From an optimization exercise on the open Yosys and OpenROAD flow, aimed at small area and a short achievable clock period; shortcuts taken in it are not production practice.
No functional check of the RTL was part of any run shown here.
Power is estimated from default activity; no workload was simulated.

==> flow/design.v, too long to show whole: its modules and the start of the top module <==
// module user_logic: 1559 lines
// module mul_fa: 4 lines
// module mul_ha: 4 lines
// module mul_o22ai: 3 lines
// module mul_ao22: 3 lines
// module mul_x2: 3 lines
// module mul_o21ai: 3 lines
// module mul_nand2: 3 lines
// module mul_a31oi: 3 lines
// module mul_maj3: 3 lines
// module mul_omux: 3 lines
module user_logic
(
  Bus2IP_Clk,                      
  Bus2IP_Reset,                    
  Bus2IP_Data,                     
  Bus2IP_BE,                       
  Bus2IP_RdCE,                     
  Bus2IP_WrCE,                     
  IP2Bus_Data,                     
  IP2Bus_RdAck,                    
  IP2Bus_WrAck,                    
  IP2Bus_Error                     
);
  // ...
==> flow/flow/run.sh <==
#!/bin/bash
set -euo pipefail
bash standard.sh "BUFFER_PORTS_ARGS=-buffer_cell sky130_fd_sc_hd__buf_2" \
  "CTS_ARGS=-sink_clustering_enable -repair_clock_nets -dont_use_dummy_load -sink_clustering_size 20" \
  finish > make.log 2>&1
==> flow/standard.sh <==
#!/bin/bash
# synth_recipe.tcl (not shown) runs the flow's synth.tcl, then flattens the netlist and writes it again
# the make line also repeats each setting of config.mk as NAME=value (left out here)
make -C /OpenROAD-flow-scripts/flow DESIGN_CONFIG=/design/flow/config.mk WORK_HOME=/design/flow/orfs CLKGATE_MAP_FILE= SYNTH_SCRIPT=/design/flow/synth_recipe.tcl "${@:-finish}"
==> flow/config.mk <==
export PLATFORM = sky130hd
export DESIGN_NAME = user_logic
export DESIGN_NICKNAME = user_logic
export VERILOG_FILES = /design/flow/design.v
export SDC_FILE = /design/flow/constraint.sdc
export NUM_CORES = 4
export LEC_CHECK = 0
export ABC_AREA = 0
export CAP_MARGIN = 20
export CORE_MARGIN = 2
export CORE_UTILIZATION = 40
export SETUP_SLACK_MARGIN = 4.0
export SLEW_MARGIN = 20
export SYNTH_HIERARCHICAL = 1
export SYNTH_MINIMUM_KEEP_SIZE = 0
==> flow/constraint.sdc <==
create_clock -name core_clock -period 8.0 [get_ports {Bus2IP_Clk}]
set_input_delay 1.6000 -clock core_clock [delete_from_list [all_inputs] [get_ports {Bus2IP_Clk}]]
set_output_delay 1.6000 -clock core_clock [all_outputs]
set_load 0.01 [all_outputs]
==> run summary, run 1 <==
* Yosys warnings at 7
* Multi-In Gates at 1,369
* Post-CTS setup buffer count at 71
* Most frequent cell after synthesis: xor2_1
* Area of the multi-input gates at around 0.012 mm²
* P_seq at 0.891 mW
* Switching power at about 0.75 mW
* Final Max Slew Viols at 0
* P_clk at ~0.66 mW
* CP Launch Point: slv_reg1[22]
* Cts bufs inserted at 17
* CP startpoint kind: flop
* CP top delay family: adder cells
* Status: finished clean
* Setup TNS at 0 ns
* Worst r2r dst: p20_0
* Max Clk Rate at about 250 MHz
* Synth cell types at 57
* Hold Path Stages at 1
* Layout clock buffer count at 17
* Die ar. at between 0.03 and 0.04 mm²
* Worst-path cell chain: xor2_4, buf_4, clkinvlp_4, o22ai_1, xor2_1, fa_1, fa_1, fa_1, fa_1, fa_1
* Area-dominant class: multi-input combinational cells
* Chip width at between 150 and 200 µm
* DR WL/cell at between 20 and 30 µm
* DPL Wire Length at 36,060 µm
* Clock buf/inv share at ~2.3%
==> run 2, diff against run 1 <==
--- a/flow/design.v
+++ b/flow/design.v
@@ -934,607 +934,639 @@
   mul_fa u_n623 (.a(n80), .b(n618), .c(n621), .s(n623), .co(n624));
   wire n625, n626;
   mul_ha u_n625 (.a(n620), .b(n623), .s(n625), .co(n626));
   wire n627, n628;
   mul_fa u_n627 (.a(n197), .b(n142), .c(n18), .s(n627), .co(n628));
   wire n629, n630;
   mul_fa u_n629 (.a(n82), .b(n622), .c(n627), .s(n629), .co(n630));
   wire n631, n632;
-  mul_fa u_n631 (.a(n624), .b(n629), .c(n626), .s(n631), .co(n632));
+  mul_fa u_n631 (.a(n144), .b(n198), .c(n20), .s(n631), .co(n632));
   wire n633, n634;
-  mul_fa u_n633 (.a(n144), .b(n198), .c(n20), .s(n633), .co(n634));
+  mul_fa u_n633 (.a(n200), .b(n84), .c(n628), .s(n633), .co(n634));
   wire n635, n636;
-  mul_fa u_n635 (.a(n200), .b(n84), .c(n628), .s(n635), .co(n636));
+  mul_fa u_n635 (.a(n631), .b(n630), .c(n633), .s(n635), .co(n636));
   wire n637, n638;
-  mul_fa u_n637 (.a(n633), .b(n630), .c(n635), .s(n637), .co(n638));
+  mul_fa u_n637 (.a(n253), .b(n146), .c(n202), .s(n637), .co(n638));
   wire n639, n640;
-  mul_fa u_n639 (.a(n253), .b(n146), .c(n202), .s(n639), .co(n640));
+  mul_fa u_n639 (.a(n22), .b(n86), .c(n632), .s(n639), .co(n640));
   wire n641, n642;
-  mul_fa u_n641 (.a(n22), .b(n86), .c(n634), .s(n641), .co(n642));
+  mul_fa u_n641 (.a(n637), .b(n634), .c(n639), .s(n641), .co(n642));
   wire n643, n644;
-  mul_fa u_n643 (.a(n639), .b(n636), .c(n641), .s(n643), .co(n644));
+  mul_fa u_n643 (.a(n148), .b(n204), .c(n24), .s(n643), .co(n644));
   wire n645, n646;
-  mul_fa u_n645 (.a(n148), .b(n204), .c(n24), .s(n645), .co(n646));
+  mul_fa u_n645 (.a(n254), .b(n256), .c(n88), .s(n645), .co(n646));
   wire n647, n648;
-  mul_fa u_n647 (.a(n254), .b(n256), .c(n88), .s(n647), .co(n648));
+  mul_fa u_n647 (.a(n638), .b(n643), .c(n645), .s(n647), .co(n648));
   wire n649, n650;
-  mul_fa u_n649 (.a(n640), .b(n645), .c(n647), .s(n649), .co(n650));
+  mul_fa u_n649 (.a(n640), .b(n647), .c(n642), .s(n649), .co(n650));
   wire n651, n652;
-  mul_fa u_n651 (.a(n642), .b(n649), .c(n644), .s(n651), .co(n652));
+  mul_fa u_n651 (.a(n305), .b(n150), .c(n206), .s(n651), .co(n652));
   wire n653, n654;
-  mul_fa u_n653 (.a(n305), .b(n150), .c(n206), .s(n653), .co(n654));
+  mul_fa u_n653 (.a(n258), .b(n26), .c(n90), .s(n653), .co(n654));
   wire n655, n656;
-  mul_fa u_n655 (.a(n258), .b(n26), .c(n90), .s(n655), .co(n656));
+  mul_fa u_n655 (.a(n644), .b(n646), .c(n651), .s(n655), .co(n656));
   wire n657, n658;
-  mul_fa u_n657 (.a(n646), .b(n648), .c(n653), .s(n657), .co(n658));
+  mul_fa u_n657 (.a(n653), .b(n648), .c(n655), .s(n657), .co(n658));
   wire n659, n660;
-  mul_fa u_n659 (.a(n655), .b(n650), .c(n657), .s(n659), .co(n660));
+  mul_fa u_n659 (.a(n152), .b(n208), .c(n260), .s(n659), .co(n660));
   wire n661, n662;
-  mul_fa u_n661 (.a(n152), .b(n208), .c(n260), .s(n661), .co(n662));
+  mul_fa u_n661 (.a(n28), .b(n306), .c(n308), .s(n661), .co(n662));
   wire n663, n664;
-  mul_fa u_n663 (.a(n28), .b(n306), .c(n308), .s(n663), .co(n664));
+  mul_fa u_n663 (.a(n92), .b(n652), .c(n654), .s(n663), .co(n664));
   wire n665, n666;
-  mul_fa u_n665 (.a(n92), .b(n654), .c(n656), .s(n665), .co(n666));
+  mul_fa u_n665 (.a(n659), .b(n661), .c(n656), .s(n665), .co(n666));
   wire n667, n668;
-  mul_fa u_n667 (.a(n661), .b(n663), .c(n658), .s(n667), .co(n668));
+  mul_fa u_n667 (.a(n663), .b(n658), .c(n665), .s(n667), .co(n668));
   wire n669, n670;
-  mul_fa u_n669 (.a(n665), .b(n660), .c(n667), .s(n669), .co(n670));
+  mul_fa u_n669 (.a(n353), .b(n154), .c(n210), .s(n669), .co(n670));
   wire n671, n672;
-  mul_fa u_n671 (.a(n353), .b(n154), .c(n210), .s(n671), .co(n672));
+  mul_fa u_n671 (.a(n262), .b(n30), .c(n310), .s(n671), .co(n672));
   wire n673, n674;
-  mul_fa u_n673 (.a(n262), .b(n30), .c(n310), .s(n673), .co(n674));
+  mul_fa u_n673 (.a(n94), .b(n660), .c(n662), .s(n673), .co(n674));
   wire n675, n676;
-  mul_fa u_n675 (.a(n94), .b(n662), .c(n664), .s(n675), .co(n676));
+  mul_fa u_n675 (.a(n669), .b(n671), .c(n664), .s(n675), .co(n676));
   wire n677, n678;
-  mul_fa u_n677 (.a(n671), .b(n673), .c(n666), .s(n677), .co(n678));
+  mul_fa u_n677 (.a(n673), .b(n666), .c(n675), .s(n677), .co(n678));
   wire n679, n680;
-  mul_fa u_n679 (.a(n675), .b(n668), .c(n677), .s(n679), .co(n680));
+  mul_fa u_n679 (.a(n156), .b(n212), .c(n264), .s(n679), .co(n680));
   wire n681, n682;
-  mul_fa u_n681 (.a(n156), .b(n212), .c(n264), .s(n681), .co(n682));
+  mul_fa u_n681 (.a(n312), .b(n32), .c(n354), .s(n681), .co(n682));
   wire n683, n684;
-  mul_fa u_n683 (.a(n312), .b(n32), .c(n354), .s(n683), .co(n684));
+  mul_fa u_n683 (.a(n356), .b(n96), .c(n670), .s(n683), .co(n684));
   wire n685, n686;
-  mul_fa u_n685 (.a(n356), .b(n96), .c(n672), .s(n685), .co(n686));
+  mul_fa u_n685 (.a(n672), .b(n679), .c(n681), .s(n685), .co(n686));
   wire n687, n688;
-  mul_fa u_n687 (.a(n674), .b(n681), .c(n683), .s(n687), .co(n688));
+  mul_fa u_n687 (.a(n674), .b(n683), .c(n685), .s(n687), .co(n688));
   wire n689, n690;
-  mul_fa u_n689 (.a(n676), .b(n685), .c(n687), .s(n689), .co(n690));
+  mul_fa u_n689 (.a(n397), .b(n158), .c(n214), .s(n689), .co(n690));
   wire n691, n692;
-  mul_fa u_n691 (.a(n678), .b(n689), .c(n680), .s(n691), .co(n692));
+  mul_fa u_n691 (.a(n266), .b(n314), .c(n34), .s(n691), .co(n692));
   wire n693, n694;
-  mul_fa u_n693 (.a(n397), .b(n158), .c(n214), .s(n693), .co(n694));
+  mul_fa u_n693 (.a(n358), .b(n98), .c(n680), .s(n693), .co(n694));
   wire n695, n696;
-  mul_fa u_n695 (.a(n266), .b(n314), .c(n34), .s(n695), .co(n696));
+  mul_fa u_n695 (.a(n682), .b(n689), .c(n691), .s(n695), .co(n696));
   wire n697, n698;
-  mul_fa u_n697 (.a(n358), .b(n98), .c(n682), .s(n697), .co(n698));
+  mul_fa u_n697 (.a(n684), .b(n686), .c(n693), .s(n697), .co(n698));
   wire n699, n700;
-  mul_fa u_n699 (.a(n684), .b(n693), .c(n695), .s(n699), .co(n700));
+  mul_fa u_n699 (.a(n695), .b(n688), .c(n697), .s(n699), .co(n700));
   wire n701, n702;
-  mul_fa u_n701 (.a(n686), .b(n688), .c(n697), .s(n701), .co(n702));
+  mul_fa u_n701 (.a(n100), .b(n160), .c(n216), .s(n701), .co(n702));
   wire n703, n704;
-  mul_fa u_n703 (.a(n699), .b(n690), .c(n701), .s(n703), .co(n704));
+  mul_fa u_n703 (.a(n268), .b(n316), .c(n36), .s(n703), .co(n704));
   wire n705, n706;
-  mul_fa u_n705 (.a(n100), .b(n160), .c(n216), .s(n705), .co(n706));
+  mul_fa u_n705 (.a(n360), .b(n398), .c(n400), .s(n705), .co(n706));
   wire n707, n708;
-  mul_fa u_n707 (.a(n268), .b(n316), .c(n36), .s(n707), .co(n708));
+  mul_fa u_n707 (.a(n690), .b(n692), .c(n701), .s(n707), .co(n708));
   wire n709, n710;
-  mul_fa u_n709 (.a(n360), .b(n398), .c(n400), .s(n709), .co(n710));
+  mul_fa u_n709 (.a(n703), .b(n705), .c(n694), .s(n709), .co(n710));
   wire n711, n712;
-  mul_fa u_n711 (.a(n694), .b(n696), .c(n705), .s(n711), .co(n712));
+  mul_fa u_n711 (.a(n696), .b(n707), .c(n698), .s(n711), .co(n712));
   wire n713, n714;
-  mul_fa u_n713 (.a(n707), .b(n709), .c(n698), .s(n713), .co(n714));
+  mul_fa u_n713 (.a(n437), .b(n102), .c(n162), .s(n713), .co(n714));
   wire n715, n716;
-  mul_fa u_n715 (.a(n700), .b(n711), .c(n702), .s(n715), .co(n716));
+  mul_fa u_n715 (.a(n218), .b(n270), .c(n318), .s(n715), .co(n716));
   wire n717, n718;
-  mul_fa u_n717 (.a(n713), .b(n704), .c(n715), .s(n717), .co(n718));
+  mul_fa u_n717 (.a(n362), .b(n38), .c(n402), .s(n717), .co(n718));
   wire n719, n720;
-  mul_fa u_n719 (.a(n437), .b(n102), .c(n162), .s(n719), .co(n720));
+  mul_fa u_n719 (.a(n702), .b(n704), .c(n706), .s(n719), .co(n720));
   wire n721, n722;
-  mul_fa u_n721 (.a(n218), .b(n270), .c(n318), .s(n721), .co(n722));
+  mul_fa u_n721 (.a(n713), .b(n715), .c(n717), .s(n721), .co(n722));
   wire n723, n724;
-  mul_fa u_n723 (.a(n362), .b(n38), .c(n402), .s(n723), .co(n724));
+  mul_fa u_n723 (.a(n708), .b(n719), .c(n721), .s(n723), .co(n724));
   wire n725, n726;
-  mul_fa u_n725 (.a(n706), .b(n708), .c(n710), .s(n725), .co(n726));
+  mul_fa u_n725 (.a(n104), .b(n164), .c(n220), .s(n725), .co(n726));
   wire n727, n728;
-  mul_fa u_n727 (.a(n719), .b(n721), .c(n723), .s(n727), .co(n728));
+  mul_fa u_n727 (.a(n272), .b(n320), .c(n364), .s(n727), .co(n728));
   wire n729, n730;
-  mul_fa u_n729 (.a(n712), .b(n725), .c(n727), .s(n729), .co(n730));
+  mul_fa u_n729 (.a(n40), .b(n404), .c(n438), .s(n729), .co(n730));
   wire n731, n732;
-  mul_fa u_n731 (.a(n714), .b(n729), .c(n716), .s(n731), .co(n732));
+  mul_fa u_n731 (.a(n440), .b(n714), .c(n716), .s(n731), .co(n732));
   wire n733, n734;
-  mul_fa u_n733 (.a(n104), .b(n164), .c(n220), .s(n733), .co(n734));
+  mul_fa u_n733 (.a(n718), .b(n725), .c(n727), .s(n733), .co(n734));
   wire n735, n736;
-  mul_fa u_n735 (.a(n272), .b(n320), .c(n364), .s(n735), .co(n736));
+  mul_fa u_n735 (.a(n729), .b(n720), .c(n722), .s(n735), .co(n736));
   wire n737, n738;
-  mul_fa u_n737 (.a(n40), .b(n404), .c(n438), .s(n737), .co(n738));
+  mul_fa u_n737 (.a(n731), .b(n733), .c(n724), .s(n737), .co(n738));
   wire n739, n740;
-  mul_fa u_n739 (.a(n440), .b(n720), .c(n722), .s(n739), .co(n740));
+  mul_fa u_n739 (.a(n473), .b(n106), .c(n166), .s(n739), .co(n740));
   wire n741, n742;
-  mul_fa u_n741 (.a(n724), .b(n733), .c(n735), .s(n741), .co(n742));
+  mul_fa u_n741 (.a(n222), .b(n274), .c(n322), .s(n741), .co(n742));
   wire n743, n744;
-  mul_fa u_n743 (.a(n737), .b(n726), .c(n728), .s(n743), .co(n744));
+  mul_fa u_n743 (.a(n366), .b(n406), .c(n42), .s(n743), .co(n744));
   wire n745, n746;
-  mul_fa u_n745 (.a(n739), .b(n741), .c(n730), .s(n745), .co(n746));
+  mul_fa u_n745 (.a(n442), .b(n726), .c(n728), .s(n745), .co(n746));
   wire n747, n748;
-  mul_fa u_n747 (.a(n473), .b(n106), .c(n166), .s(n747), .co(n748));
+  mul_fa u_n747 (.a(n730), .b(n739), .c(n741), .s(n747), .co(n748));
   wire n749, n750;
-  mul_fa u_n749 (.a(n222), .b(n274), .c(n322), .s(n749), .co(n750));
+  mul_fa u_n749 (.a(n743), .b(n732), .c(n734), .s(n749), .co(n750));
   wire n751, n752;
-  mul_fa u_n751 (.a(n366), .b(n406), .c(n42), .s(n751), .co(n752));
+  mul_fa u_n751 (.a(n745), .b(n747), .c(n736), .s(n751), .co(n752));
   wire n753, n754;
-  mul_fa u_n753 (.a(n442), .b(n734), .c(n736), .s(n753), .co(n754));
+  mul_fa u_n753 (.a(n108), .b(n168), .c(n224), .s(n753), .co(n754));
   wire n755, n756;
-  mul_fa u_n755 (.a(n738), .b(n747), .c(n749), .s(n755), .co(n756));
+  mul_fa u_n755 (.a(n276), .b(n324), .c(n368), .s(n755), .co(n756));
   wire n757, n758;
-  mul_fa u_n757 (.a(n751), .b(n740), .c(n742), .s(n757), .co(n758));
+  mul_fa u_n757 (.a(n408), .b(n44), .c(n444), .s(n757), .co(n758));
   wire n759, n760;
-  mul_fa u_n759 (.a(n753), .b(n755), .c(n744), .s(n759), .co(n760));
+  mul_fa u_n759 (.a(n474), .b(n476), .c(n740), .s(n759), .co(n760));
   wire n761, n762;
-  mul_fa u_n761 (.a(n757), .b(n746), .c(n759), .s(n761), .co(n762));
+  mul_fa u_n761 (.a(n742), .b(n744), .c(n753), .s(n761), .co(n762));
   wire n763, n764;
-  mul_fa u_n763 (.a(n108), .b(n168), .c(n224), .s(n763), .co(n764));
+  mul_fa u_n763 (.a(n755), .b(n757), .c(n746), .s(n763), .co(n764));
   wire n765, n766;
-  mul_fa u_n765 (.a(n276), .b(n324), .c(n368), .s(n765), .co(n766));
+  mul_fa u_n765 (.a(n748), .b(n759), .c(n761), .s(n765), .co(n766));
   wire n767, n768;
-  mul_fa u_n767 (.a(n408), .b(n44), .c(n444), .s(n767), .co(n768));
+  mul_fa u_n767 (.a(n750), .b(n763), .c(n765), .s(n767), .co(n768));
   wire n769, n770;
-  mul_fa u_n769 (.a(n474), .b(n476), .c(n748), .s(n769), .co(n770));
+  mul_fa u_n769 (.a(n505), .b(n110), .c(n170), .s(n769), .co(n770));
   wire n771, n772;
-  mul_fa u_n771 (.a(n750), .b(n752), .c(n763), .s(n771), .co(n772));
+  mul_fa u_n771 (.a(n226), .b(n278), .c(n326), .s(n771), .co(n772));
   wire n773, n774;
-  mul_fa u_n773 (.a(n765), .b(n767), .c(n754), .s(n773), .co(n774));
+  mul_fa u_n773 (.a(n370), .b(n410), .c(n446), .s(n773), .co(n774));
   wire n775, n776;
-  mul_fa u_n775 (.a(n756), .b(n769), .c(n771), .s(n775), .co(n776));
+  mul_fa u_n775 (.a(n46), .b(n478), .c(n754), .s(n775), .co(n776));
   wire n777, n778;
-  mul_fa u_n777 (.a(n758), .b(n773), .c(n775), .s(n777), .co(n778));
+  mul_fa u_n777 (.a(n756), .b(n758), .c(n769), .s(n777), .co(n778));
   wire n779, n780;
-  mul_fa u_n779 (.a(n505), .b(n110), .c(n170), .s(n779), .co(n780));
+  mul_fa u_n779 (.a(n771), .b(n773), .c(n760), .s(n779), .co(n780));
   wire n781, n782;
-  mul_fa u_n781 (.a(n226), .b(n278), .c(n326), .s(n781), .co(n782));
+  mul_fa u_n781 (.a(n762), .b(n775), .c(n777), .s(n781), .co(n782));
   wire n783, n784;
-  mul_fa u_n783 (.a(n370), .b(n410), .c(n446), .s(n783), .co(n784));
+  mul_fa u_n783 (.a(n764), .b(n779), .c(n766), .s(n783), .co(n784));
   wire n785, n786;
-  mul_fa u_n785 (.a(n46), .b(n478), .c(n764), .s(n785), .co(n786));
+  mul_fa u_n785 (.a(n112), .b(n172), .c(n228), .s(n785), .co(n786));
   wire n787, n788;
-  mul_fa u_n787 (.a(n766), .b(n768), .c(n779), .s(n787), .co(n788));
+  mul_fa u_n787 (.a(n280), .b(n328), .c(n372), .s(n787), .co(n788));
   wire n789, n790;
-  mul_fa u_n789 (.a(n781), .b(n783), .c(n770), .s(n789), .co(n790));
+  mul_fa u_n789 (.a(n412), .b(n448), .c(n48), .s(n789), .co(n790));
   wire n791, n792;
-  mul_fa u_n791 (.a(n772), .b(n785), .c(n787), .s(n791), .co(n792));
+  mul_fa u_n791 (.a(n480), .b(n506), .c(n508), .s(n791), .co(n792));
   wire n793, n794;
-  mul_fa u_n793 (.a(n774), .b(n789), .c(n776), .s(n793), .co(n794));
+  mul_fa u_n793 (.a(n770), .b(n772), .c(n774), .s(n793), .co(n794));
   wire n795, n796;
-  mul_fa u_n795 (.a(n791), .b(n778), .c(n793), .s(n795), .co(n796));
+  mul_fa u_n795 (.a(n785), .b(n787), .c(n789), .s(n795), .co(n796));
   wire n797, n798;
-  mul_fa u_n797 (.a(n112), .b(n172), .c(n228), .s(n797), .co(n798));
+  mul_fa u_n797 (.a(n791), .b(n776), .c(n778), .s(n797), .co(n798));
   wire n799, n800;
-  mul_fa u_n799 (.a(n280), .b(n328), .c(n372), .s(n799), .co(n800));
+  mul_fa u_n799 (.a(n793), .b(n795), .c(n780), .s(n799), .co(n800));
   wire n801, n802;
-  mul_fa u_n801 (.a(n412), .b(n448), .c(n48), .s(n801), .co(n802));
+  mul_fa u_n801 (.a(n533), .b(n114), .c(n174), .s(n801), .co(n802));
   wire n803, n804;
-  mul_fa u_n803 (.a(n480), .b(n506), .c(n508), .s(n803), .co(n804));
+  mul_fa u_n803 (.a(n230), .b(n282), .c(n330), .s(n803), .co(n804));
   wire n805, n806;
-  mul_fa u_n805 (.a(n780), .b(n782), .c(n784), .s(n805), .co(n806));
+  mul_fa u_n805 (.a(n374), .b(n414), .c(n450), .s(n805), .co(n806));
   wire n807, n808;
-  mul_fa u_n807 (.a(n797), .b(n799), .c(n801), .s(n807), .co(n808));
+  mul_fa u_n807 (.a(n482), .b(n50), .c(n510), .s(n807), .co(n808));
   wire n809, n810;
-  mul_fa u_n809 (.a(n803), .b(n786), .c(n788), .s(n809), .co(n810));
+  mul_fa u_n809 (.a(n786), .b(n788), .c(n790), .s(n809), .co(n810));
   wire n811, n812;
-  mul_fa u_n811 (.a(n805), .b(n807), .c(n790), .s(n811), .co(n812));
+  mul_fa u_n811 (.a(n792), .b(n801), .c(n803), .s(n811), .co(n812));
   wire n813, n814;
-  mul_fa u_n813 (.a(n792), .b(n809), .c(n811), .s(n813), .co(n814));
+  mul_fa u_n813 (.a(n805), .b(n807), .c(n794), .s(n813), .co(n814));
   wire n815, n816;
-  mul_fa u_n815 (.a(n533), .b(n114), .c(n174), .s(n815), .co(n816));
+  mul_fa u_n815 (.a(n796), .b(n809), .c(n811), .s(n815), .co(n816));
   wire n817, n818;
-  mul_fa u_n817 (.a(n230), .b(n282), .c(n330), .s(n817), .co(n818));
+  mul_fa u_n817 (.a(n798), .b(n813), .c(n815), .s(n817), .co(n818));
   wire n819, n820;
-  mul_fa u_n819 (.a(n374), .b(n414), .c(n450), .s(n819), .co(n820));
+  mul_fa u_n819 (.a(n116), .b(n176), .c(n232), .s(n819), .co(n820));
   wire n821, n822;
-  mul_fa u_n821 (.a(n482), .b(n50), .c(n510), .s(n821), .co(n822));
+  mul_fa u_n821 (.a(n284), .b(n332), .c(n376), .s(n821), .co(n822));
   wire n823, n824;
-  mul_fa u_n823 (.a(n798), .b(n800), .c(n802), .s(n823), .co(n824));
+  mul_fa u_n823 (.a(n416), .b(n452), .c(n484), .s(n823), .co(n824));
   wire n825, n826;
-  mul_fa u_n825 (.a(n804), .b(n815), .c(n817), .s(n825), .co(n826));
+  mul_fa u_n825 (.a(n512), .b(n52), .c(n534), .s(n825), .co(n826));
   wire n827, n828;
-  mul_fa u_n827 (.a(n819), .b(n821), .c(n806), .s(n827), .co(n828));
+  mul_fa u_n827 (.a(n536), .b(n802), .c(n804), .s(n827), .co(n828));
   wire n829, n830;
-  mul_fa u_n829 (.a(n808), .b(n823), .c(n825), .s(n829), .co(n830));
+  mul_fa u_n829 (.a(n806), .b(n808), .c(n819), .s(n829), .co(n830));
   wire n831, n832;
-  mul_fa u_n831 (.a(n810), .b(n827), .c(n829), .s(n831), .co(n832));
+  mul_fa u_n831 (.a(n821), .b(n823), .c(n825), .s(n831), .co(n832));
   wire n833, n834;
-  mul_fa u_n833 (.a(n116), .b(n176), .c(n232), .s(n833), .co(n834));
+  mul_fa u_n833 (.a(n810), .b(n812), .c(n827), .s(n833), .co(n834));
   wire n835, n836;
-  mul_fa u_n835 (.a(n284), .b(n332), .c(n376), .s(n835), .co(n836));
+  mul_fa u_n835 (.a(n829), .b(n831), .c(n814), .s(n835), .co(n836));
   wire n837, n838;
-  mul_fa u_n837 (.a(n416), .b(n452), .c(n484), .s(n837), .co(n838));
+  mul_fa u_n837 (.a(n557), .b(n118), .c(n178), .s(n837), .co(n838));
   wire n839, n840;
-  mul_fa u_n839 (.a(n512), .b(n52), .c(n534), .s(n839), .co(n840));
+  mul_fa u_n839 (.a(n234), .b(n286), .c(n334), .s(n839), .co(n840));
   wire n841, n842;
-  mul_fa u_n841 (.a(n536), .b(n816), .c(n818), .s(n841), .co(n842));
+  mul_fa u_n841 (.a(n378), .b(n418), .c(n454), .s(n841), .co(n842));
   wire n843, n844;
-  mul_fa u_n843 (.a(n820), .b(n822), .c(n833), .s(n843), .co(n844));
+  mul_fa u_n843 (.a(n486), .b(n514), .c(n538), .s(n843), .co(n844));
   wire n845, n846;
-  mul_fa u_n845 (.a(n835), .b(n837), .c(n839), .s(n845), .co(n846));
+  mul_fa u_n845 (.a(n54), .b(n820), .c(n822), .s(n845), .co(n846));
   wire n847, n848;
-  mul_fa u_n847 (.a(n824), .b(n826), .c(n841), .s(n847), .co(n848));
+  mul_fa u_n847 (.a(n824), .b(n826), .c(n837), .s(n847), .co(n848));
   wire n849, n850;
-  mul_fa u_n849 (.a(n843), .b(n845), .c(n828), .s(n849), .co(n850));
+  mul_fa u_n849 (.a(n839), .b(n841), .c(n843), .s(n849), .co(n850));
   wire n851, n852;
-  mul_fa u_n851 (.a(n830), .b(n847), .c(n849), .s(n851), .co(n852));
+  mul_fa u_n851 (.a(n828), .b(n830), .c(n832), .s(n851), .co(n852));
   wire n853, n854;
-  mul_fa u_n853 (.a(n557), .b(n118), .c(n178), .s(n853), .co(n854));
+  mul_fa u_n853 (.a(n845), .b(n847), .c(n849), .s(n853), .co(n854));
   wire n855, n856;
-  mul_fa u_n855 (.a(n234), .b(n286), .c(n334), .s(n855), .co(n856));
+  mul_fa u_n855 (.a(n834), .b(n851), .c(n853), .s(n855), .co(n856));
   wire n857, n858;
-  mul_fa u_n857 (.a(n378), .b(n418), .c(n454), .s(n857), .co(n858));
+  mul_fa u_n857 (.a(n120), .b(n180), .c(n236), .s(n857), .co(n858));
   wire n859, n860;
-  mul_fa u_n859 (.a(n486), .b(n514), .c(n538), .s(n859), .co(n860));
+  mul_fa u_n859 (.a(n288), .b(n336), .c(n380), .s(n859), .co(n860));
   wire n861, n862;
-  mul_fa u_n861 (.a(n54), .b(n834), .c(n836), .s(n861), .co(n862));
+  mul_fa u_n861 (.a(n420), .b(n456), .c(n488), .s(n861), .co(n862));
   wire n863, n864;
-  mul_fa u_n863 (.a(n838), .b(n840), .c(n853), .s(n863), .co(n864));
+  mul_fa u_n863 (.a(n516), .b(n540), .c(n558), .s(n863), .co(n864));
   wire n865, n866;
-  mul_fa u_n865 (.a(n855), .b(n857), .c(n859), .s(n865), .co(n866));
+  mul_fa u_n865 (.a(n56), .b(n560), .c(n838), .s(n865), .co(n866));
   wire n867, n868;
-  mul_fa u_n867 (.a(n842), .b(n844), .c(n846), .s(n867), .co(n868));
+  mul_fa u_n867 (.a(n840), .b(n842), .c(n844), .s(n867), .co(n868));
   wire n869, n870;
-  mul_fa u_n869 (.a(n861), .b(n863), .c(n865), .s(n869), .co(n870));
+  mul_fa u_n869 (.a(n857), .b(n859), .c(n861), .s(n869), .co(n870));
   wire n871, n872;
-  mul_fa u_n871 (.a(n848), .b(n867), .c(n869), .s(n871), .co(n872));
+  mul_fa u_n871 (.a(n863), .b(n846), .c(n848), .s(n871), .co(n872));
   wire n873, n874;
-  mul_fa u_n873 (.a(n120), .b(n180), .c(n236), .s(n873), .co(n874));
+  mul_fa u_n873 (.a(n850), .b(n865), .c(n867), .s(n873), .co(n874));
   wire n875, n876;
-  mul_fa u_n875 (.a(n288), .b(n336), .c(n380), .s(n875), .co(n876));
+  mul_fa u_n875 (.a(n869), .b(n852), .c(n854), .s(n875), .co(n876));
   wire n877, n878;
-  mul_fa u_n877 (.a(n420), .b(n456), .c(n488), .s(n877), .co(n878));
+  mul_fa u_n877 (.a(n577), .b(n122), .c(n182), .s(n877), .co(n878));
   wire n879, n880;
-  mul_fa u_n879 (.a(n516), .b(n540), .c(n558), .s(n879), .co(n880));
+  mul_fa u_n879 (.a(n238), .b(n290), .c(n338), .s(n879), .co(n880));
   wire n881, n882;
-  mul_fa u_n881 (.a(n56), .b(n560), .c(n854), .s(n881), .co(n882));
+  mul_fa u_n881 (.a(n382), .b(n422), .c(n458), .s(n881), .co(n882));
   wire n883, n884;
-  mul_fa u_n883 (.a(n856), .b(n858), .c(n860), .s(n883), .co(n884));
+  mul_fa u_n883 (.a(n490), .b(n518), .c(n542), .s(n883), .co(n884));
   wire n885, n886;
-  mul_fa u_n885 (.a(n873), .b(n875), .c(n877), .s(n885), .co(n886));
+  mul_fa u_n885 (.a(n562), .b(n58), .c(n858), .s(n885), .co(n886));
   wire n887, n888;
-  mul_fa u_n887 (.a(n879), .b(n862), .c(n864), .s(n887), .co(n888));
+  mul_fa u_n887 (.a(n860), .b(n862), .c(n864), .s(n887), .co(n888));
   wire n889, n890;
-  mul_fa u_n889 (.a(n866), .b(n881), .c(n883), .s(n889), .co(n890));
+  mul_fa u_n889 (.a(n877), .b(n879), .c(n881), .s(n889), .co(n890));
   wire n891, n892;
-  mul_fa u_n891 (.a(n885), .b(n868), .c(n870), .s(n891), .co(n892));
+  mul_fa u_n891 (.a(n883), .b(n866), .c(n868), .s(n891), .co(n892));
   wire n893, n894;
-  mul_fa u_n893 (.a(n887), .b(n889), .c(n872), .s(n893), .co(n894));
+  mul_fa u_n893 (.a(n870), .b(n885), .c(n887), .s(n893), .co(n894));
   wire n895, n896;
-  mul_fa u_n895 (.a(n577), .b(n122), .c(n182), .s(n895), .co(n896));
+  mul_fa u_n895 (.a(n889), .b(n872), .c(n874), .s(n895), .co(n896));
   wire n897, n898;
-  mul_fa u_n897 (.a(n238), .b(n290), .c(n338), .s(n897), .co(n898));
+  mul_fa u_n897 (.a(n124), .b(n184), .c(n240), .s(n897), .co(n898));
   wire n899, n900;
-  mul_fa u_n899 (.a(n382), .b(n422), .c(n458), .s(n899), .co(n900));
+  mul_fa u_n899 (.a(n292), .b(n340), .c(n384), .s(n899), .co(n900));
   wire n901, n902;
-  mul_fa u_n901 (.a(n490), .b(n518), .c(n542), .s(n901), .co(n902));
+  mul_fa u_n901 (.a(n424), .b(n460), .c(n492), .s(n901), .co(n902));
   wire n903, n904;
-  mul_fa u_n903 (.a(n562), .b(n58), .c(n874), .s(n903), .co(n904));
+  mul_fa u_n903 (.a(n520), .b(n544), .c(n564), .s(n903), .co(n904));
   wire n905, n906;
-  mul_fa u_n905 (.a(n876), .b(n878), .c(n880), .s(n905), .co(n906));
+  mul_fa u_n905 (.a(n578), .b(n580), .c(n60), .s(n905), .co(n906));
   wire n907, n908;
-  mul_fa u_n907 (.a(n895), .b(n897), .c(n899), .s(n907), .co(n908));
+  mul_fa u_n907 (.a(n878), .b(n880), .c(n882), .s(n907), .co(n908));
   wire n909, n910;
-  mul_fa u_n909 (.a(n901), .b(n882), .c(n884), .s(n909), .co(n910));
+  mul_fa u_n909 (.a(n884), .b(n897), .c(n899), .s(n909), .co(n910));
   wire n911, n912;
-  mul_fa u_n911 (.a(n886), .b(n903), .c(n905), .s(n911), .co(n912));
+  mul_fa u_n911 (.a(n901), .b(n903), .c(n905), .s(n911), .co(n912));
   wire n913, n914;
-  mul_fa u_n913 (.a(n907), .b(n888), .c(n890), .s(n913), .co(n914));
+  mul_fa u_n913 (.a(n886), .b(n888), .c(n890), .s(n913), .co(n914));
   wire n915, n916;
-  mul_fa u_n915 (.a(n909), .b(n911), .c(n892), .s(n915), .co(n916));
+  mul_fa u_n915 (.a(n907), .b(n909), .c(n911), .s(n915), .co(n916));
   wire n917, n918;
-  mul_fa u_n917 (.a(n124), .b(n184), .c(n240), .s(n917), .co(n918));
+  mul_fa u_n917 (.a(n892), .b(n894), .c(n913), .s(n917), .co(n918));
   wire n919, n920;
-  mul_fa u_n919 (.a(n292), .b(n340), .c(n384), .s(n919), .co(n920));
+  mul_fa u_n919 (.a(n593), .b(n126), .c(n186), .s(n919), .co(n920));
   wire n921, n922;
-  mul_fa u_n921 (.a(n424), .b(n460), .c(n492), .s(n921), .co(n922));
+  mul_fa u_n921 (.a(n242), .b(n294), .c(n342), .s(n921), .co(n922));
   wire n923, n924;
-  mul_fa u_n923 (.a(n520), .b(n544), .c(n564), .s(n923), .co(n924));
+  mul_fa u_n923 (.a(n386), .b(n426), .c(n462), .s(n923), .co(n924));
   wire n925, n926;
-  mul_fa u_n925 (.a(n578), .b(n580), .c(n60), .s(n925), .co(n926));
+  mul_fa u_n925 (.a(n494), .b(n522), .c(n546), .s(n925), .co(n926));
   wire n927, n928;
-  mul_fa u_n927 (.a(n896), .b(n898), .c(n900), .s(n927), .co(n928));
+  mul_fa u_n927 (.a(n566), .b(n582), .c(n62), .s(n927), .co(n928));
   wire n929, n930;
-  mul_fa u_n929 (.a(n902), .b(n917), .c(n919), .s(n929), .co(n930));
+  mul_fa u_n929 (.a(n898), .b(n900), .c(n902), .s(n929), .co(n930));
   wire n931, n932;
-  mul_fa u_n931 (.a(n921), .b(n923), .c(n925), .s(n931), .co(n932));
+  mul_fa u_n931 (.a(n904), .b(n906), .c(n919), .s(n931), .co(n932));
   wire n933, n934;
-  mul_fa u_n933 (.a(n904), .b(n906), .c(n908), .s(n933), .co(n934));
+  mul_fa u_n933 (.a(n921), .b(n923), .c(n925), .s(n933), .co(n934));
   wire n935, n936;
-  mul_fa u_n935 (.a(n927), .b(n929), .c(n931), .s(n935), .co(n936));
+  mul_fa u_n935 (.a(n927), .b(n908), .c(n910), .s(n935), .co(n936));
   wire n937, n938;
-  mul_fa u_n937 (.a(n910), .b(n912), .c(n933), .s(n937), .co(n938));
+  mul_fa u_n937 (.a(n912), .b(n929), .c(n931), .s(n937), .co(n938));
   wire n939, n940;
-  mul_fa u_n939 (.a(n935), .b(n914), .c(n937), .s(n939), .co(n940));
+  mul_fa u_n939 (.a(n933), .b(n914), .c(n916), .s(n939), .co(n940));
   wire n941, n942;
-  mul_fa u_n941 (.a(n593), .b(n126), .c(n186), .s(n941), .co(n942));
+  mul_fa u_n941 (.a(n128), .b(n188), .c(n244), .s(n941), .co(n942));
   wire n943, n944;
-  mul_fa u_n943 (.a(n242), .b(n294), .c(n342), .s(n943), .co(n944));
+  mul_fa u_n943 (.a(n296), .b(n344), .c(n388), .s(n943), .co(n944));
   wire n945, n946;
-  mul_fa u_n945 (.a(n386), .b(n426), .c(n462), .s(n945), .co(n946));
+  mul_fa u_n945 (.a(n428), .b(n464), .c(n496), .s(n945), .co(n946));
   wire n947, n948;
-  mul_fa u_n947 (.a(n494), .b(n522), .c(n546), .s(n947), .co(n948));
+  mul_fa u_n947 (.a(n524), .b(n548), .c(n568), .s(n947), .co(n948));
   wire n949, n950;
-  mul_fa u_n949 (.a(n566), .b(n582), .c(n62), .s(n949), .co(n950));
+  mul_fa u_n949 (.a(n584), .b(n594), .c(n596), .s(n949), .co(n950));
   wire n951, n952;
-  mul_fa u_n951 (.a(n918), .b(n920), .c(n922), .s(n951), .co(n952));
+  mul_fa u_n951 (.a(n64), .b(n920), .c(n922), .s(n951), .co(n952));
   wire n953, n954;
-  mul_fa u_n953 (.a(n924), .b(n926), .c(n941), .s(n953), .co(n954));
+  mul_fa u_n953 (.a(n924), .b(n926), .c(n928), .s(n953), .co(n954));
   wire n955, n956;
-  mul_fa u_n955 (.a(n943), .b(n945), .c(n947), .s(n955), .co(n956));
+  mul_fa u_n955 (.a(n941), .b(n943), .c(n945), .s(n955), .co(n956));
   wire n957, n958;
-  mul_fa u_n957 (.a(n949), .b(n928), .c(n930), .s(n957), .co(n958));
+  mul_fa u_n957 (.a(n947), .b(n949), .c(n930), .s(n957), .co(n958));
   wire n959, n960;
-  mul_fa u_n959 (.a(n932), .b(n951), .c(n953), .s(n959), .co(n960));
+  mul_fa u_n959 (.a(n932), .b(n934), .c(n951), .s(n959), .co(n960));
   wire n961, n962;
-  mul_fa u_n961 (.a(n955), .b(n934), .c(n936), .s(n961), .co(n962));
+  mul_fa u_n961 (.a(n953), .b(n955), .c(n936), .s(n961), .co(n962));
   wire n963, n964;
-  mul_fa u_n963 (.a(n957), .b(n959), .c(n938), .s(n963), .co(n964));
+  mul_fa u_n963 (.a(n957), .b(n938), .c(n959), .s(n963), .co(n964));
   wire n965, n966;
-  mul_fa u_n965 (.a(n128), .b(n188), .c(n244), .s(n965), .co(n966));
+  mul_fa u_n965 (.a(n605), .b(n130), .c(n190), .s(n965), .co(n966));
   wire n967, n968;
-  mul_fa u_n967 (.a(n296), .b(n344), .c(n388), .s(n967), .co(n968));
+  mul_fa u_n967 (.a(n246), .b(n298), .c(n346), .s(n967), .co(n968));
   wire n969, n970;
-  mul_fa u_n969 (.a(n428), .b(n464), .c(n496), .s(n969), .co(n970));
+  mul_fa u_n969 (.a(n390), .b(n430), .c(n466), .s(n969), .co(n970));
   wire n971, n972;
-  mul_fa u_n971 (.a(n524), .b(n548), .c(n568), .s(n971), .co(n972));
+  mul_fa u_n971 (.a(n498), .b(n526), .c(n550), .s(n971), .co(n972));
   wire n973, n974;
-  mul_fa u_n973 (.a(n584), .b(n594), .c(n596), .s(n973), .co(n974));
+  mul_fa u_n973 (.a(n570), .b(n586), .c(n598), .s(n973), .co(n974));
   wire n975, n976;
-  mul_fa u_n975 (.a(n64), .b(n942), .c(n944), .s(n975), .co(n976));
+  mul_fa u_n975 (.a(n66), .b(n942), .c(n944), .s(n975), .co(n976));
   wire n977, n978;
   mul_fa u_n977 (.a(n946), .b(n948), .c(n950), .s(n977), .co(n978));
   wire n979, n980;
   mul_fa u_n979 (.a(n965), .b(n967), .c(n969), .s(n979), .co(n980));
   wire n981, n982;
   mul_fa u_n981 (.a(n971), .b(n973), .c(n952), .s(n981), .co(n982));
   wire n983, n984;
   mul_fa u_n983 (.a(n954), .b(n956), .c(n975), .s(n983), .co(n984));
   wire n985, n986;
   mul_fa u_n985 (.a(n977), .b(n979), .c(n958), .s(n985), .co(n986));
   wire n987, n988;
-  mul_fa u_n987 (.a(n981), .b(n960), .c(n983), .s(n987), .co(n988));
-  wire n989, n990;
-  mul_fa u_n989 (.a(n962), .b(n985), .c(n987), .s(n989), .co(n990));
-  wire n991, n992;
-  mul_fa u_n991 (.a(n605), .b(n130), .c(n190), .s(n991), .co(n992));
-  wire n993, n994;
-  mul_fa u_n993 (.a(n246), .b(n298), .c(n346), .s(n993), .co(n994));
-  wire n995, n996;
-  mul_fa u_n995 (.a(n390), .b(n430), .c(n466), .s(n995), .co(n996));
-  wire n997, n998;
-  mul_fa u_n997 (.a(n498), .b(n526), .c(n550), .s(n997), .co(n998));
-  wire n999, n1000;
-  mul_fa u_n999 (.a(n570), .b(n586), .c(n598), .s(n999), .co(n1000));
-  wire n1001, n1002;
-  mul_fa u_n1001 (.a(n66), .b(n966), .c(n968), .s(n1001), .co(n1002));
-  wire n1003, n1004;
-  mul_fa u_n1003 (.a(n970), .b(n972), .c(n974), .s(n1003), .co(n1004));
-  wire n1005, n1006;
-  mul_fa u_n1005 (.a(n991), .b(n993), .c(n995), .s(n1005), .co(n1006));
-  wire n1007, n1008;
-  mul_fa u_n1007 (.a(n997), .b(n999), .c(n976), .s(n1007), .co(n1008));
-  wire n1009, n1010;
-  mul_fa u_n1009 (.a(n978), .b(n1001), .c(n1003), .s(n1009), .co(n1010));
-  wire n1011, n1012;
-  mul_fa u_n1011 (.a(n980), .b(n1005), .c(n982), .s(n1011), .co(n1012));
-  wire n1013, n1014;
-  mul_fa u_n1013 (.a(n1007), .b(n984), .c(n1009), .s(n1013), .co(n1014));
-  wire n1015, n1016;
-  mul_fa u_n1015 (.a(n1011), .b(n986), .c(n988), .s(n1015), .co(n1016));
-  wire n1017;
-  mul_x2 u_n1017 (.a(n132), .b(n192), .y(n1017));
-  wire n1018;
-  mul_x2 u_n1018 (.a(n248), .b(n300), .y(n1018));
-  wire n1019;
-  mul_x2 u_n1019 (.a(n348), .b(n392), .y(n1019));
-  wire n1020;
-  mul_x2 u_n1020 (.a(n432), .b(n468), .y(n1020));
-  wire n1021;
-  mul_x2 u_n1021 (.a(n500), .b(n528), .y(n1021));
-  wire n1022;
-  mul_x2 u_n1022 (.a(n552), .b(n572), .y(n1022));
-  wire n1023;
-  mul_x2 u_n1023 (.a(n588), .b(n600), .y(n1023));
-  wire n1024;
-  mul_x2 u_n1024 (.a(n606), .b(n608), .y(n1024));
-  wire n1025;
-  mul_x2 u_n1025 (.a(n68), .b(n1017), .y(n1025));
-  wire n1026;
-  mul_x2 u_n1026 (.a(n1018), .b(n1019), .y(n1026));
-  wire n1027;
-  mul_x2 u_n1027 (.a(n1020), .b(n1021), .y(n1027));
-  wire n1028;
-  mul_x2 u_n1028 (.a(n1022), .b(n1023), .y(n1028));
-  wire n1029;
-  mul_x2 u_n1029 (.a(n1024), .b(n1000), .y(n1029));
-  wire n1030;
-  mul_x2 u_n1030 (.a(n992), .b(n994), .y(n1030));
-  wire n1031;
-  mul_x2 u_n1031 (.a(n996), .b(n998), .y(n1031));
-  wire n1032;
-  mul_x2 u_n1032 (.a(n1025), .b(n1026), .y(n1032));
-  wire n1033;
-  mul_x2 u_n1033 (.a(n1027), .b(n1028), .y(n1033));
-  wire n1034;
-  mul_x2 u_n1034 (.a(n1029), .b(n1030), .y(n1034));
-  wire n1035;
-  mul_x2 u_n1035 (.a(n1031), .b(n1032), .y(n1035));
-  wire n1036;
-  mul_x2 u_n1036 (.a(n1033), .b(n1002), .y(n1036));
-  wire n1037;
-  mul_x2 u_n1037 (.a(n1004), .b(n1034), .y(n1037));
-  wire n1038;
-  mul_x2 u_n1038 (.a(n1006), .b(n1035), .y(n1038));
-  wire n1039;
-  mul_x2 u_n1039 (.a(n1036), .b(n1037), .y(n1039));
-  wire n1040;
-  mul_x2 u_n1040 (.a(n1038), .b(n1008), .y(n1040));
-  wire n1041;
-  mul_x2 u_n1041 (.a(n1010), .b(n1039), .y(n1041));
-  wire n1042;
-  mul_x2 u_n1042 (.a(n1040), .b(n1041), .y(n1042));
-  wire n1043;
-  mul_x2 u_n1043 (.a(n1012), .b(n1014), .y(n1043));
-  wire n1044;
-  mul_x2 u_n1044 (.a(n1042), .b(n1043), .y(n1044));
+  mul_fa u_n987 (.a(n960), .b(n981), .c(n983), .s(n987), .co(n988));
+  wire n989;
+  mul_x2 u_n989 (.a(n132), .b(n192), .y(n989));
+  wire n990;
+  mul_x2 u_n990 (.a(n248), .b(n300), .y(n990));
+  wire n991;
+  mul_x2 u_n991 (.a(n348), .b(n392), .y(n991));
+  wire n992;
+  mul_x2 u_n992 (.a(n432), .b(n468), .y(n992));
+  wire n993;
+  mul_x2 u_n993 (.a(n500), .b(n528), .y(n993));
+  wire n994;
+  mul_x2 u_n994 (.a(n552), .b(n572), .y(n994));
+  wire n995;
+  mul_x2 u_n995 (.a(n588), .b(n600), .y(n995));
+  wire n996;
+  mul_x2 u_n996 (.a(n606), .b(n608), .y(n996));
+  wire n997;
+  mul_x2 u_n997 (.a(n68), .b(n989), .y(n997));
+  wire n998;
+  mul_x2 u_n998 (.a(n990), .b(n991), .y(n998));
+  wire n999;
+  mul_x2 u_n999 (.a(n992), .b(n993), .y(n999));
+  wire n1000;
+  mul_x2 u_n1000 (.a(n994), .b(n995), .y(n1000));
+  wire n1001;
+  mul_x2 u_n1001 (.a(n996), .b(n966), .y(n1001));
+  wire n1002;
+  mul_x2 u_n1002 (.a(n968), .b(n970), .y(n1002));
+  wire n1003;
+  mul_x2 u_n1003 (.a(n972), .b(n974), .y(n1003));
+  wire n1004;
+  mul_x2 u_n1004 (.a(n1000), .b(n997), .y(n1004));
+  wire n1005;
+  mul_x2 u_n1005 (.a(n998), .b(n999), .y(n1005));
+  wire n1006;
+  mul_x2 u_n1006 (.a(n1001), .b(n1002), .y(n1006));
+  wire n1007;
+  mul_x2 u_n1007 (.a(n1003), .b(n1004), .y(n1007));
+  wire n1008;
+  mul_x2 u_n1008 (.a(n1005), .b(n976), .y(n1008));
+  wire n1009;
+  mul_x2 u_n1009 (.a(n978), .b(n1006), .y(n1009));
+  wire n1010;
+  mul_x2 u_n1010 (.a(n980), .b(n1007), .y(n1010));
+  wire n1011;
+  mul_x2 u_n1011 (.a(n1008), .b(n1009), .y(n1011));
+  wire n1012;
+  mul_x2 u_n1012 (.a(n1010), .b(n982), .y(n1012));
+  wire n1013;
+  mul_x2 u_n1013 (.a(n984), .b(n1011), .y(n1013));
+  wire n1014;
+  mul_x2 u_n1014 (.a(n1012), .b(n1013), .y(n1014));
   reg         p0_0;
   reg         p1_0;
   reg         p2_0;
   reg         p3_0;
   reg         p4_0;
   reg         p5_0;
   reg         p6_0;
+  reg         p6_1;
+  reg         p6_2;
   reg         p7_0;
-  reg         p7_1;
   reg         p8_0;
   reg         p8_1;
   reg         p9_0;
   reg         p10_0;
   reg         p10_1;
   reg         p11_0;
   reg         p12_0;
   reg         p12_1;
   reg         p13_0;
+  reg         p13_1;
+  reg         p13_2;
   reg         p14_0;
-  reg         p14_1;
   reg         p15_0;
+  reg         p15_1;
+  reg         p15_2;
   reg         p16_0;
   reg         p16_1;
+  reg         p16_2;
   reg         p17_0;
   reg         p17_1;
-  reg         p17_2;
   reg         p18_0;
+  reg         p18_1;
+  reg         p18_2;
   reg         p19_0;
   reg         p19_1;
-  reg         p19_2;
   reg         p20_0;
+  reg         p20_1;
+  reg         p20_2;
   reg         p21_0;
   reg         p21_1;
   reg         p21_2;
+  reg         p21_3;
   reg         p22_0;
   reg         p22_1;
-  reg         p22_2;
   reg         p23_0;
   reg         p23_1;
+  reg         p23_2;
+  reg         p23_3;
   reg         p24_0;
   reg         p24_1;
-  reg         p24_2;
   reg         p25_0;
   reg         p25_1;
+  reg         p25_2;
+  reg         p25_3;
   reg         p26_0;
   reg         p26_1;
   reg         p26_2;
+  reg         p26_3;
   reg         p27_0;
   reg         p27_1;
+  reg         p27_2;
   reg         p28_0;
   reg         p28_1;
   reg         p28_2;
+  reg         p28_3;
   reg         p29_0;
   reg         p29_1;
+  reg         p29_2;
   reg         p30_0;
   reg         p30_1;
   reg         p30_2;
+  reg         p30_3;
   reg         p31_0;
   reg         p31_1;
+  reg         p31_2;
   always @(posedge Bus2IP_Clk) begin
     rst_d <= Bus2IP_Reset;
     p0_0 <= n5;
     p1_0 <= n609;
     p2_0 <= n611;
     p3_0 <= n615;
     p4_0 <= n619;
     p5_0 <= n625;
-    p6_0 <= n631;
-    p7_0 <= n637;
-    p7_1 <= n632;
-    p8_0 <= n638;
-    p8_1 <= n643;
-    p9_0 <= n651;
-    p10_0 <= n659;
-    p10_1 <= n652;
-    p11_0 <= n669;
-    p12_0 <= n670;
-    p12_1 <= n679;
-    p13_0 <= n691;
-    p14_0 <= n703;
-    p14_1 <= n692;
-    p15_0 <= n717;
-    p16_0 <= n718;
-    p16_1 <= n731;
-    p17_0 <= n743;
-    p17_1 <= n745;
-    p17_2 <= n732;
-    p18_0 <= n761;
-    p19_0 <= n760;
-    p19_1 <= n777;
-    p19_2 <= n762;
-    p20_0 <= n795;
-    p21_0 <= n794;
-    p21_1 <= n813;
-    p21_2 <= n796;
-    p22_0 <= n812;
-    p22_1 <= n831;
-    p22_2 <= n814;
-    p23_0 <= n832;
-    p23_1 <= n851;
-    p24_0 <= n850;
-    p24_1 <= n871;
-    p24_2 <= n852;
-    p25_0 <= n891;
-    p25_1 <= n893;
-    p26_0 <= n913;
-    p26_1 <= n894;
-    p26_2 <= n915;
-    p27_0 <= n916;
-    p27_1 <= n939;
-    p28_0 <= n961;
-    p28_1 <= n940;
-    p28_2 <= n963;
-    p29_0 <= n964;
-    p29_1 <= n989;
-    p30_0 <= n1013;
-    p30_1 <= n1015;
-    p30_2 <= n990;
-    p31_0 <= n1016;
-    p31_1 <= n1044;
+    p6_0 <= n624;
+    p6_1 <= n629;
+    p6_2 <= n626;
+    p7_0 <= n635;
+    p8_0 <= n636;
+    p8_1 <= n641;
+    p9_0 <= n649;
+    p10_0 <= n657;
+    p10_1 <= n650;
+    p11_0 <= n667;
+    p12_0 <= n668;
+    p12_1 <= n677;
+    p13_0 <= n676;
+    p13_1 <= n687;
+    p13_2 <= n678;
+    p14_0 <= n699;
+    p15_0 <= n709;
+    p15_1 <= n700;
+    p15_2 <= n711;
+    p16_0 <= n710;
+    p16_1 <= n723;
+    p16_2 <= n712;
+    p17_0 <= n735;
+    p17_1 <= n737;
+    p18_0 <= n749;
+    p18_1 <= n738;
+    p18_2 <= n751;
+    p19_0 <= n752;
+    p19_1 <= n767;
+    p20_0 <= n781;
+    p20_1 <= n768;
+    p20_2 <= n783;
+    p21_0 <= n782;
+    p21_1 <= n797;
+    p21_2 <= n799;
+    p21_3 <= n784;
+    p22_0 <= n800;
+    p22_1 <= n817;
+    p23_0 <= n816;
+    p23_1 <= n833;
+    p23_2 <= n835;
+    p23_3 <= n818;
+    p24_0 <= n836;
+    p24_1 <= n855;
+    p25_0 <= n871;
+    p25_1 <= n873;
+    p25_2 <= n856;
+    p25_3 <= n875;
+    p26_0 <= n891;
+    p26_1 <= n893;
+    p26_2 <= n876;
+    p26_3 <= n895;
+    p27_0 <= n915;
+    p27_1 <= n896;
+    p27_2 <= n917;
+    p28_0 <= n935;
+    p28_1 <= n937;
+    p28_2 <= n918;
+    p28_3 <= n939;
+    p29_0 <= n940;
+    p29_1 <= n961;
+    p29_2 <= n963;
+    p30_0 <= n962;
+    p30_1 <= n985;
+    p30_2 <= n964;
+    p30_3 <= n987;
+    p31_0 <= n986;
+    p31_1 <= n988;
+    p31_2 <= n1014;
   end
+  wire n1015, n1016;
+  mul_fa u_n1015 (.a(p6_0), .b(p6_1), .c(p6_2), .s(n1015), .co(n1016));
+  wire n1017, n1018;
+  mul_fa u_n1017 (.a(p13_0), .b(p13_1), .c(p13_2), .s(n1017), .co(n1018));
+  wire n1019, n1020;
+  mul_fa u_n1019 (.a(p15_0), .b(p15_1), .c(p15_2), .s(n1019), .co(n1020));
+  wire n1021, n1022;
+  mul_fa u_n1021 (.a(p16_0), .b(p16_1), .c(p16_2), .s(n1021), .co(n1022));
+  wire n1023, n1024;
+  mul_fa u_n1023 (.a(p17_0), .b(p17_1), .c(n1022), .s(n1023), .co(n1024));
+  wire n1025, n1026;
+  mul_fa u_n1025 (.a(p18_0), .b(p18_1), .c(p18_2), .s(n1025), .co(n1026));
+  wire n1027, n1028;
+  mul_fa u_n1027 (.a(p19_0), .b(p19_1), .c(n1026), .s(n1027), .co(n1028));
+  wire n1029, n1030;
+  mul_fa u_n1029 (.a(p20_0), .b(p20_1), .c(p20_2), .s(n1029), .co(n1030));
+  wire n1031, n1032;
+  mul_fa u_n1031 (.a(p21_0), .b(p21_1), .c(p21_2), .s(n1031), .co(n1032));
+  wire n1033, n1034;
+  mul_fa u_n1033 (.a(p21_3), .b(n1030), .c(n1031), .s(n1033), .co(n1034));
+  wire n1035, n1036;
+  mul_fa u_n1035 (.a(p22_0), .b(p22_1), .c(n1032), .s(n1035), .co(n1036));
+  wire n1037, n1038;
+  mul_fa u_n1037 (.a(p23_0), .b(p23_1), .c(p23_2), .s(n1037), .co(n1038));
+  wire n1039, n1040;
+  mul_fa u_n1039 (.a(p23_3), .b(n1037), .c(n1036), .s(n1039), .co(n1040));
+  wire n1041, n1042;
+  mul_fa u_n1041 (.a(p24_0), .b(p24_1), .c(n1038), .s(n1041), .co(n1042));
+  wire n1043, n1044;
+  mul_fa u_n1043 (.a(p25_0), .b(p25_1), .c(p25_2), .s(n1043), .co(n1044));
   wire n1045, n1046;
-  mul_fa u_n1045 (.a(p17_0), .b(p17_1), .c(p17_2), .s(n1045), .co(n1046));
+  mul_fa u_n1045 (.a(p25_3), .b(n1043), .c(n1042), .s(n1045), .co(n1046));
   wire n1047, n1048;
-  mul_fa u_n1047 (.a(p19_0), .b(p19_1), .c(p19_2), .s(n1047), .co(n1048));
+  mul_fa u_n1047 (.a(p26_0), .b(p26_1), .c(p26_2), .s(n1047), .co(n1048));
   wire n1049, n1050;
-  mul_fa u_n1049 (.a(p21_0), .b(p21_1), .c(p21_2), .s(n1049), .co(n1050));
+  mul_fa u_n1049 (.a(p26_3), .b(n1044), .c(n1047), .s(n1049), .co(n1050));
   wire n1051, n1052;
-  mul_fa u_n1051 (.a(p22_0), .b(p22_1), .c(p22_2), .s(n1051), .co(n1052));
+  mul_fa u_n1051 (.a(p27_0), .b(p27_1), .c(p27_2), .s(n1051), .co(n1052));
   wire n1053, n1054;
-  mul_fa u_n1053 (.a(p23_0), .b(p23_1), .c(n1052), .s(n1053), .co(n1054));
+  mul_fa u_n1053 (.a(n1048), .b(n1051), .c(n1050), .s(n1053), .co(n1054));
   wire n1055, n1056;
-  mul_fa u_n1055 (.a(p24_0), .b(p24_1), .c(p24_2), .s(n1055), .co(n1056));
+  mul_fa u_n1055 (.a(p28_0), .b(p28_1), .c(p28_2), .s(n1055), .co(n1056));
   wire n1057, n1058;
-  mul_fa u_n1057 (.a(p25_0), .b(p25_1), .c(n1056), .s(n1057), .co(n1058));
+  mul_fa u_n1057 (.a(p28_3), .b(n1052), .c(n1055), .s(n1057), .co(n1058));
   wire n1059, n1060;
-  mul_fa u_n1059 (.a(p26_0), .b(p26_1), .c(p26_2), .s(n1059), .co(n1060));
+  mul_fa u_n1059 (.a(p29_0), .b(p29_1), .c(p29_2), .s(n1059), .co(n1060));
   wire n1061, n1062;
-  mul_fa u_n1061 (.a(p27_0), .b(p27_1), .c(n1060), .s(n1061), .co(n1062));
+  mul_fa u_n1061 (.a(n1056), .b(n1059), .c(n1058), .s(n1061), .co(n1062));
   wire n1063, n1064;
-  mul_fa u_n1063 (.a(p28_0), .b(p28_1), .c(p28_2), .s(n1063), .co(n1064));
+  mul_fa u_n1063 (.a(p30_0), .b(p30_1), .c(p30_2), .s(n1063), .co(n1064));
   wire n1065, n1066;
-  mul_fa u_n1065 (.a(p29_0), .b(p29_1), .c(n1064), .s(n1065), .co(n1066));
-  wire n1067, n1068;
-  mul_fa u_n1067 (.a(p30_0), .b(p30_1), .c(p30_2), .s(n1067), .co(n1068));
+  mul_fa u_n1065 (.a(p30_3), .b(n1060), .c(n1063), .s(n1065), .co(n1066));
+  wire n1067;
+  mul_x2 u_n1067 (.a(p31_0), .b(p31_1), .y(n1067));
+  wire n1068;
+  mul_x2 u_n1068 (.a(p31_2), .b(n1067), .y(n1068));
   wire n1069;
-  mul_x2 u_n1069 (.a(p31_0), .b(p31_1), .y(n1069));
+  mul_x2 u_n1069 (.a(n1064), .b(n1068), .y(n1069));
   wire n1070;
-  mul_x2 u_n1070 (.a(n1069), .b(n1068), .y(n1070));
-  wire [31:0] prod = {n1070, n1067, n1065, n1063, n1061, n1059, n1057, n1055, n1053, n1050, n1049, p20_0, n1047, p18_0, n1045, p16_0, p15_0, p14_0, p13_0, p12_0, p11_0, p10_0, p9_0, p8_0, p7_0, p6_0, p5_0, p4_0, p3_0, p2_0, p1_0, p0_0} + {1'b0, n1066, 1'b0, n1062, 1'b0, n1058, 1'b0, n1054, 1'b0, n1051, 1'b0, n1048, 1'b0, n1046, 1'b0, p16_1, 1'b0, p14_1, 1'b0, p12_1, 1'b0, p10_1, 1'b0, p8_1, p7_1, 1'b0, 1'b0, 1'b0, 1'b0, 1'b0, 1'b0, 1'b0};
+  mul_x2 u_n1070 (.a(n1069), .b(n1066), .y(n1070));
+  wire [31:0] prod = {n1070, n1065, n1061, n1057, n1053, n1049, n1045, n1041, n1039, n1034, n1033, n1029, n1027, n1025, n1023, n1020, n1019, p14_0, n1017, p12_0, p11_0, p10_0, p9_0, p8_0, p7_0, n1015, p5_0, p4_0, p3_0, p2_0, p1_0, p0_0} + {1'b0, n1062, 1'b0, n1054, 1'b0, n1046, 1'b0, n1040, 1'b0, n1035, 1'b0, n1028, 1'b0, n1024, 1'b0, n1021, 1'b0, n1018, 1'b0, p12_1, 1'b0, p10_1, 1'b0, p8_1, n1016, 1'b0, 1'b0, 1'b0, 1'b0, 1'b0, 1'b0, 1'b0};
   always @(posedge Bus2IP_Clk) begin
     if (Bus2IP_Reset | rst_d)
       slv_reg2 <= 0;
     else
       slv_reg2 <= {prod[31], prod[30], prod[29], prod[28], prod[27], prod[26], prod[25], prod[24], prod[23], prod[22], prod[21], prod[20], prod[19], prod[18], prod[17], prod[16], prod[15], prod[14], prod[13], prod[12], prod[11], prod[10], prod[9], prod[8], prod[7], prod[6], prod[5], prod[4], prod[3], prod[2], prod[1], prod[0]};
   end
   genvar gi;
   generate for (gi = 0; gi < 32; gi = gi + 1) begin : g_rd
==> run 2 against run 1 <==
  * Largest power group unchanged
  * Critical endpoint is now IP2Bus_Data[6]
  * Sequential power grew 8.8%
  * First-iteration DRC count shrank 26%
  * Combinational power shrank 9.3%
  * Clock power grew 3%
  * Largest cell class unchanged
==> run summary, run 2 <==
* Synthesized area at 0.01544 mm²
* Reg2reg start: p23_0
* Setup TNS at 0 ns (unchanged)
* Worst Path Buf+Inv at 2
* Worst r2r dst: slv_reg2[3]
* Final ANT Viol Nets at 0
* Initial antenna violation count at 0
* Chip width at 200.5 µm (+0.71%)
* HP Class: flop to flop
* Clk latency of the worst-skew pair at around 0.46 ns
* CP top delay family: compound AO/OA/AOI/OAI gates
* WL final at 55,280 µm
* CP startpoint kind: primary input
* DR vias at 13,700
* Vias in the first global route at between 10,000 and 15,000
* Inst Count DP at between 2,000 and 2,500
* CTS sink count at between 150 and 200
* Worst slew margin at 21.68%
* Syn nets at 1,888
* Finished Core Util at 47.15%
* Port bufs at between 70 and 80
* Top cell type's share of synthesized area at approximately 28%
* Leakage at 8.762 nW
* R2R Setup Slk at just over 4 ns
* Seq pwr share at between 40% and 50%
* Ratio of cells with drive above 1 in the final layout at 12.04%
* CP Capture Type: output pin
* Synth area leaders: fa_1, dfxtp_1, xor2_1
* Initial core utilization at 40.80%
* Synth cell types at 51 (-11%)
* Hold Path Stages at 1 (unchanged)
* Avg Vias per Cell at about 6.1
* Worst ir drop on vdd at 0.0001542 V
* Hold_ws at around 0.43 ns
* Cts bufs inserted at 17 (unchanged)
* Worst slew pin tran at 1.173 ns
* Hold-fix buffers at CTS at 0
* Crit-path max FO at 8
* Final min period at just over 4 ns
* Final Max Slew Viols at 0 (unchanged)
* RSZ-0062 raised after global routing: true
* Avg Cell Area, Syn at roughly 9.6 µm²
* H-Tree Depth at 4
* Top_reg_cell synth: dfxtp_1
* Mapped Cells at around 1,600
* Yosys warnings at 7 (unchanged)
* EDFF count, synth at 0
* Max Clk Rate at 247.1 MHz (+0.25%)
* Seq/Total Area, Yosys at approximately 22%
* Worst-path cell chain: buf_16, o21ai_4, nand2_4, a31oi_1, buf_2
* Final period util at 50.58%
* Sw Ratio at 32.88%
* Die ar. at 0.04019 mm² (+1.4%)
* CTS root buf: clkbuf_16
* Most frequent cells after synthesis: xor2_1, o22ai_1, fa_1
* Status: finished clean
* Combinational power share at 26.1%
* Most frequent cell after synthesis: xor2_1
* DPL Wire Length at 36,190 µm (+0.35%)
* DR WL/cell at 24.69 µm (-7.5%)
* Synth Register Bits at roughly 170
* Post-synth top area cell: fa_1
* Post-synth ARST share at 0%
* Clock Power Share at between 30% and 40%
* Switching power at 0.7339 mW (-2.0%)
* Clock-pin slew on the worst setup and hold paths at approximately 0.070 ns
* Core area at roughly 0.038 mm²
* Max-cap viol count at 0
* Setup violations, final at 0
* Worst Path Required at approximately 6.4 ns
* Max Clock Skew at between 0.02 and 0.03 ns
run 2: per-layer routing:
metal	part of all wire [%]	vias to the layer above	global-route usage, %	wire length (µm)
met1	40	6708	35.75	21860
met3	12	197	7.500	6597
met2	44	935	41.77	24310
li1	-	5859	-	-
met5	0	-	0	0
met4	4.5	0	11.32	2514
run 2: layout make-up:
| cell class | count | area, µm² | share of cell area, % |
|---|---|---|---|
| Clock buffer | 17 | 425.4 | 2.384 |
| Inverter | 52 | 206.4 | 1.157 |
| Multi-Input combinational cell | 1362 | 12070 | 67.66 |
| Sequential cell | 172 | 3466 | 19.42 |
| Tap cell | 511 | 639.4 | 3.583 |
| Timing Repair Buffer | 123 | 1020 | 5.715 |
| Timing Repair inverter | 2 | 15.01 | 0.08414 |
run 2: repair_timing:
action / CTS / global route
cloned: 8 / 2
endpoints found under the setup margin: 84 / 51
gates resized for setup: 54 / 38
pin swaps: 8 / 4
buffers inserted: 8 / 8
run 2: power by group through the flow:
| stage | Sequential (mW) | Combinational (mW) | Clock (mW) |
|---|---|---|---|
| finish | 0.969 | 0.583 | 0.680 |
| CTS | 0.969 | 0.560 | 0.695 |
| detailed placement | 0.987 | 0.532 | 0 |
| global route | 0.975 | 0.631 | 0.728 |
| global placement | 0.986 | 0.524 | 0 |
| floorplan | 0.976 | 0.335 | 0 |
run 2: cells by family (layout without fill, tap and decap cells):
family	count (synthesis)	in the layout	share of synthesized area, %
DFF	172	172	22.30
and+or+nand+nor	381	381	10.51
buffers and inverters	83	194	2.074
AOI/OAI and AO/OA	396	399	15.83
adders and majority gates	230	230	29.04
other	1	1	0.02429
xor gates and xnor gates	312	312	17.70
muxes	39	39	2.528
run 2: through the flow:
| step | total power, mW | instance area (µm²) | worst slack, ns |
|---|---|---|---|
| after global routing | 2.334 | 17840 | 3.914 |
| after floorplan | 1.311 | 15500 | 3.980 |
| after global placement | 1.510 | 16590 | 3.390 |
| final | 2.232 | 17840 | 3.953 |
| after detailed placement | 1.519 | 16590 | 3.362 |
| after CTS | 2.224 | 17520 | 4.001 |
run 2: how the worst max path moves through the flow:
stage / start / end / slack, ns
6_report: Bus2IP_RdCE[0] / IP2Bus_Data[6] / 3.95
3_3_place_gp: Bus2IP_RdCE[1] / IP2Bus_Data[13] / 3.39
3_5_place_dp: Bus2IP_RdCE[1] / IP2Bus_Data[8] / 3.36
4_1_cts: Bus2IP_RdCE[0] / IP2Bus_Data[2] / 4.00
5_1_grt: Bus2IP_RdCE[0] / IP2Bus_Data[6] / 3.91
2_1_floorplan: slv_reg1[28] / p22_1 / 3.98
run 2: per-module statistics from Yosys (local to each module, per instance):
module	times used	cell area [µm²]	flip-flops and latches	cells inside
mul_a31oi	32	6.256	0	1
mul_fa	213	20.02	0	1
mul_ha	3	12.51	0	1
mul_nand2	104	3.754	0	1
mul_o21ai	4	5.005	0	1
mul_o22ai	256	6.256	0	1
mul_x2	286	8.758	0	1
user_logic	1	6422	172	716

==> what the ideal ports hide <==
How much do the figures lean on ideal ports? The routed layouts below were timed once more, with nothing changed but the port constraints.
Step 1 sets driving cells, clkbuf_16 on the clock port and buf_2 on the other inputs (assumed; they add their load-dependent delay and slew).
Step 2 adds t to the input delays and takes it off the output delays; t is the mean of the earliest and latest rising clock arrival at the registers after step 1. Input paths then give back, and output paths get back, about the clock's delay inside the block.
Slacks: ideal ports / drivers / drivers and shift; pairs: ideal ports / drivers.
run	t, ns	setup slack, ns	worst hold slack (ns)	worst setup path at the end	slew at the worst register clock pin (ns)
run 1	0.497	3.943 / 3.815 / 3.815	0.429 / 0.429 / 0.429	input to output	0.07 / 0.07
run 2	0.506	3.953 / 3.814 / 3.814	0.430 / 0.430 / 0.430	input to output	0.07 / 0.07
After both steps setup and hold are still met in every run listed. The setup slack of run 2, which loses most, moves by -0.139 ns with the drivers and by -0.139 ns with both steps.
